Source: an optimization exercise on an open RTL-to-GDS flow (aim: small area). Production flows keep margins and buffers that such runs may drop.
Only simulation tests tie the RTL to the original design; equivalence was not proved.
Power is estimated from default activity; no workload was simulated.

==> inputs of run a <==
## binary_calculator
module binary_calculator(
    input clk,
    input reset,
    input [7:0] in_a,
    input [7:0] in_b,
    input [3:0] sel,
    input input_key,
    input valid_cmd,
    input rw,
    input [7:0] addr,
    input conf_div,
    input [15:0] Din,
    output calc_active,
    output calc_mode,
    output busy,
    output Dout_valid,
    output Dout);
Settings: LEC_CHECK=0, CAP_MARGIN=20, CORE_MARGIN=2, CORE_UTILIZATION=60, CTS_BUF_LIST=sky130_fd_sc_hd__clkbuf_8, CTS_CLUSTER_DIAMETER=70, CTS_CLUSTER_SIZE=16, PLACE_DENSITY=0.8, SLEW_MARGIN=20, SYNTH_HIERARCHICAL=1; clock period 20.0 ns.
run.sh (not shown) runs the stock make flow with config.mk's settings and CLKGATE_MAP_FILE= SYNTH_SCRIPT=/design/flow/synth_recipe.tcl, a recipe that flattens the netlist after the stock synthesis.
==> run b: changes against run a <==
--- a/flow/design.v
+++ b/flow/design.v
@@ -46,25 +46,10 @@
     input d1,
     input p,
     output y);
     assign y = ~((i0 & d0) | (i1 & d1) | (hold & p));
 endmodule
-module TAP3(input s0, input d0, input s1, input d1, input s2, input d2, output y);
-    assign y = ~((s0 & d0) | (s1 & d1) | (s2 & d2));
-endmodule
-module TAP2(input s0, input d0, input s1, input d1, output y);
-    assign y = ~((s0 & d0) | (s1 & d1));
-endmodule
-module TAP1(input s0, input d0, output y);
-    assign y = ~(s0 & d0);
-endmodule
-module TAP2I(input n0, input d0, input n1, input d1, output y);
-    assign y = ~((n0 | d0) & (n1 | d1));
-endmodule
-module TAP1I(input n0, input d0, output y);
-    assign y = ~(n0 | d0);
-endmodule
 module CAT_32(input [7:0] A,
               input [7:0] B,
               input [7:0] C,
               input [3:0] D,
               input [3:0] E,
@@ -103,38 +88,26 @@
             prod = radd(prod, (A & {8{B[k]}}) << k, 1'b0);
     end
     wire [7:0] quo = (B == 8'h00) ? 8'hFF : A / B;
     wire [7:0] ra = {A[0], A[1], A[2], A[3], A[4], A[5], A[6], A[7]};
     wire [8:0] sh = {1'b0, (SEL_TMP[0] ? ra : A)} << B;
-    reg [3:0] tt;
-    always @(*)
-        case(SEL_TMP)
-            4'h6: tt = 4'b1000;
-            4'h7: tt = 4'b1110;
-            4'h8: tt = 4'b0110;
-            4'h9: tt = 4'b1001;
-            4'hA: tt = 4'b0111;
-            default: tt = 4'b0001;
-        endcase
-    wire [7:0] lg;
-    genvar gi;
-    generate
-        for(gi = 0; gi < 8; gi = gi + 1) begin : lgb
-            assign lg[gi] = tt[{A[gi], B[gi]}];
-        end
-    endgenerate
     reg cf;
     always @(*) begin
         cf = 1'b0;
         case(SEL_TMP)
             4'h0: begin ALU_OUT_TMP = as[7:0]; cf = as[8]; end
             4'h1: ALU_OUT_TMP = as[7:0];
             4'h2: ALU_OUT_TMP = prod;
             4'h3: ALU_OUT_TMP = quo;
             4'h4: begin ALU_OUT_TMP = sh[7:0]; cf = sh[8]; end
             4'h5: begin ALU_OUT_TMP = {1'b0, sh[0], sh[1], sh[2], sh[3], sh[4], sh[5], sh[6]}; cf = sh[7]; end
-            4'h6, 4'h7, 4'h8, 4'h9, 4'hA, 4'hB: ALU_OUT_TMP = lg;
+            4'h6: ALU_OUT_TMP = A & B;
+            4'h7: ALU_OUT_TMP = A | B;
+            4'h8: ALU_OUT_TMP = A ^ B;
+            4'h9: ALU_OUT_TMP = ~(A ^ B);
+            4'hA: ALU_OUT_TMP = ~(A & B);
+            4'hB: ALU_OUT_TMP = ~(A | B);
             default: ALU_OUT_TMP = 8'h00;
         endcase
     end
     wire uf = (SEL_TMP == 4'h1 || SEL_TMP == 4'h3) && lt;
     wire of = (SEL_TMP == 4'h2) && (A[7:4] != 4'h0) && (B[7:4] != 4'h0);
@@ -191,11 +164,11 @@
     input re,               
     input rd_on,            
     input dl,               
     input reset,
     input clk,
-    output [19:0] Dout,
+    output reg [19:0] Dout,
     output reg Dout_ok);
     reg [20*256-1:0] ring;
     reg [255:0] ok;         
     reg [7:0] t;
     wire [7:0] y = Addr + t;
@@ -232,10 +205,12 @@
         end
     end
     always @(posedge clk) begin
         e_pos[0] <= (we && last == 1'b1) ? y + 8'd1 : n0;
         e_pos[1] <= (we && last == 1'b0) ? y + 8'd1 : n1;
+        if(we && last == 1'b1) e_d[0] <= Din;
+        if(we && last == 1'b0) e_d[1] <= Din;
     end
     reg [2:0] cc;
     wire clr = ~cc[2];
     always @(posedge clk, posedge reset)
         if(reset) cc <= 3'd0;
@@ -249,134 +224,72 @@
             wire i1 = go1 && (n1[7:2] == g);
             wire hold = ~(i0 | i1);
             wire [19:0] prev = ring[20*((4*g+255)%256) +: 20];
             wire [19:0] ins;
             for(h = 0; h < 20; h = h + 1) begin : b
-                if(g % 2 == 1)
+                if(g % 2 == 0)
                     INS_SLOT u(i0, i1, hold, e0n[h], e1n[h], prev[h], ins[h]);
                 else
                     INS_SLOT u(i0, i1, hold, e_d[0][h], e_d[1][h], prev[h], ins[h]);
             end
             always @(posedge clk) begin
                 ring[20*4*g +: 20] <= ins;
                 ring[20*(4*g+1) +: 60] <= ring[20*4*g +: 60];
-                if(g % 2 == 0)
-                    ok[4*g] <= ~((ok[(4*g+255)%256] & ~clr) | i0 | i1);
-                else
-                    ok[4*g] <= (~ok[(4*g+255)%256] & ~clr) | i0 | i1;
+                ok[4*g] <= (ok[(4*g+255)%256] & ~clr) | i0 | i1;
                 ok[4*g+1 +: 3] <= ok[4*g +: 3];
             end
         end
     endgenerate
     reg [7:0] x;
-    wire [7:0] xe = re ? y : x;
-    always @(posedge clk)
-        x <= xe + 8'd1;
-    wire match_o = (y == e_pos[~last]);
-    wire byp_l = hasw & match;
-    wire byp_o = e_p[~last] & match_o;
-    wire byp = byp_l | byp_o;
-    reg cur;
     always @(posedge clk)
-        if(dl) cur <= 1'b0;
-        else if(re) cur <= byp_l ? last : ~last;
-    assign Dout = cur ? e_d[1] : e_d[0];
+        x <= re ? y + 8'd1 : x + 8'd1;
+    wire byp = hasw & match;
     reg pick;       
     always @(posedge clk, posedge reset)
         if(reset) pick <= 1'b0;
         else if(re) pick <= ~byp;
         else if(!rd_on) pick <= 1'b0;
-    function integer tq(input integer j);
-        if(j < 16) tq = j + 3;
-        else if(j < 20) tq = 19;
-        else tq = 3;
-    endfunction
-    function integer ninv(input integer q, input integer m);
-        integer i;
-        begin
-            ninv = 0;
-            for(i = 0; i < m; i = i + 1)
-                if(((i * q) / 4) % 2 == 0) ninv = ninv + 1;
-        end
+    function integer lq(input integer j);
+        case(j)
+            0, 1: lq = 1;
+            2, 3, 4, 5: lq = 2;
+            6, 7, 8, 9, 10, 11, 12, 13: lq = 3;
+            20: lq = 1;
+            default: lq = 4;
+        endcase
     endfunction
-    wire [255:0] at;
-    genvar j, k;
-    generate
-        for(k = 0; k < 256; k = k + 1) begin : dc
-            assign at[k] = (xe == k);
-        end
-    endgenerate
     wire [20:0] tap;
+    wire [20:0] cap;
+    genvar j, k;
     generate
         for(j = 0; j < 21; j = j + 1) begin : col
-            localparam Q = tq(j);
-            localparam M = (256 + Q - 1) / Q;
-            localparam NI = ninv(Q, M);
-            localparam NT = M - NI;
-            wire [NI-1:0] si, di;
-            wire [(NT > 0 ? NT : 1)-1:0] st, dt;
-            for(k = 0; k < M; k = k + 1) begin : tp
-                localparam S = k * Q;
-                wire d = (j == 20) ? ok[S] : ring[20*S + j];
-                if(((S / 4) % 2) == 0) begin : inv
-                    assign si[ninv(Q, k)] = ~at[S];
-                    assign di[ninv(Q, k)] = d;
-                end
-                else begin : tru
-                    assign st[k - ninv(Q, k)] = at[S];
-                    assign dt[k - ninv(Q, k)] = d;
-                end
-            end
-            if(NT == 0) begin : z
-                assign st = 1'b0;
-                assign dt = 1'b0;
-            end
-            localparam N2 = NI / 2;
-            wire [N2:0] po;
-            for(k = 0; k < N2; k = k + 1) begin : pi
-                TAP2I u(si[2*k], di[2*k], si[2*k+1], di[2*k+1], po[k]);
-            end
-            if(NI % 2 == 1) begin : pi1
-                TAP1I u(si[NI-1], di[NI-1], po[N2]);
-            end
-            else begin : pi0
-                assign po[N2] = 1'b0;
-            end
-            localparam N3 = NT / 3;
-            wire [N3:0] ne;
-            for(k = 0; k < N3; k = k + 1) begin : pt
-                TAP3 u(st[3*k], dt[3*k], st[3*k+1], dt[3*k+1], st[3*k+2], dt[3*k+2], ne[k]);
-            end
-            if(NT % 3 == 2) begin : r2
-                TAP2 u(st[3*N3], dt[3*N3], st[3*N3+1], dt[3*N3+1], ne[N3]);
+            localparam Q = lq(j);
+            wire [(256 >> Q) - 1:0] hit;
+            for(k = 0; k < (256 >> Q); k = k + 1) begin : tp
+                assign hit[k] = (x[7:Q] == k) &&
+                                ((j == 20) ? ok[k << Q] : (ring[20*(k << Q) + j] ^ (((k << Q) >> 2) % 2 == 1)));
             end
-            else if(NT % 3 == 1) begin : r1
-                TAP1 u(st[3*N3], dt[3*N3], ne[N3]);
-            end
-            else begin : r0
-                assign ne[N3] = 1'b1;
-            end
-            assign tap[j] = (|po) | ~(&ne);
+            assign tap[j] = |hit;
+            assign cap[j] = pick && (x[Q-1:0] == 0);
         end
     endgenerate
-    wire rd0 = re & ~byp & last;        
-    wire rd1 = re & ~byp & ~last;       
-    always @(posedge clk) begin
-        if((we && last == 1'b1) || dl) e_d[0] <= Din;
-        else if(rd0) e_d[0] <= tap[19:0];
-        else if(pick && !cur) e_d[0] <= e_d[0] | tap[19:0];
-        if(we && last == 1'b0) e_d[1] <= Din;
-        else if(rd1) e_d[1] <= tap[19:0];
-        else if(pick && cur) e_d[1] <= e_d[1] | tap[19:0];
-    end
+    wire [19:0] e_last = last ? e_d[1] : e_d[0];
+    integer b;
     always @(posedge clk) begin
-        if(dl)
+        if(dl) begin
+            Dout <= Din;
             Dout_ok <= 1'b1;
-        else if(re)
-            Dout_ok <= byp | tap[20];
-        else if(pick)
-            Dout_ok <= Dout_ok | tap[20];
+        end
+        else if(re && byp) begin
+            Dout <= e_last;
+            Dout_ok <= 1'b1;
+        end
+        else begin
+            for(b = 0; b < 20; b = b + 1)
+                if(cap[b]) Dout[b] <= tap[b];
+            if(cap[20]) Dout_ok <= tap[20];
+        end
     end
 endmodule
 module DIV_FREQ(
     input [15:0] Din,
     input conf_div,
Settings changed: CORE_UTILIZATION 60 to 40, CTS_CLUSTER_DIAMETER 70 to 100, PLACE_DENSITY 0.8 to not set.
==> summary.txt <==
item                                                                       run a            run b
Outcome                                               complete, but fails checks  timing/DRC/antenna clean
Violated checks                                    capacitance limit, slew limit                -
Max-capacitance violation count                                                1                0
Final total power                                                        16.8 mW          17.1 mW
Horizontal die dimension                                             483 microns      598 microns
Largest net degree at the start of global routing                             48               73
Post-synthesis instance total                                              9,007            9,417
Total net switching power                                                3.67 mW          3.87 mW
Met1 WL                                                          198,000 microns  231,000 microns
Area of the multi-input gates                                       0.0263 sq mm     0.0293 sq mm
Number of clock buffers inserted by TritonCTS                                397              387
Final core utilization                                                     0.662            0.444
Slew headroom                                                            -0.0405           0.0994
Via density per instance                                                    7.22             6.34
Drt initial violations                                                    24,500           20,700
Total detailed-routing wirelength                                560,000 microns  602,000 microns

==> separate check: timing with driven ports <==
In the flow no input, the clock included, has a driving cell. The finished layouts below were timed again as built, in two steps. Step 1 (the two cells are an assumption about what drives the block):
set clk [get_ports {clk}]
set_driving_cell -lib_cell sky130_fd_sc_hd__clkbuf_16 $clk
set_driving_cell -lib_cell sky130_fd_sc_hd__buf_2 [delete_from_list [all_inputs] $clk]
Step 2 adds t to the input delays and takes it off the output delays; t is the mean of the earliest and latest rising clock arrival at the registers after step 1. Input paths then give back, and output paths get back, about the clock's delay inside the block. a / b / c = no drivers / after step 1 / after step 2; a / b = the first two.
run	t, ns	slack for setup (ns)	worst setup path at the end	clock arrival spread, ns	pins driven straight from the clock port
run a	1.216	1.162 / 1.071 / 2.287	register to output	0.133 / 0.134	1
run b	1.261	1.290 / 1.178 / 2.440	register to output	0.114 / 0.115	1
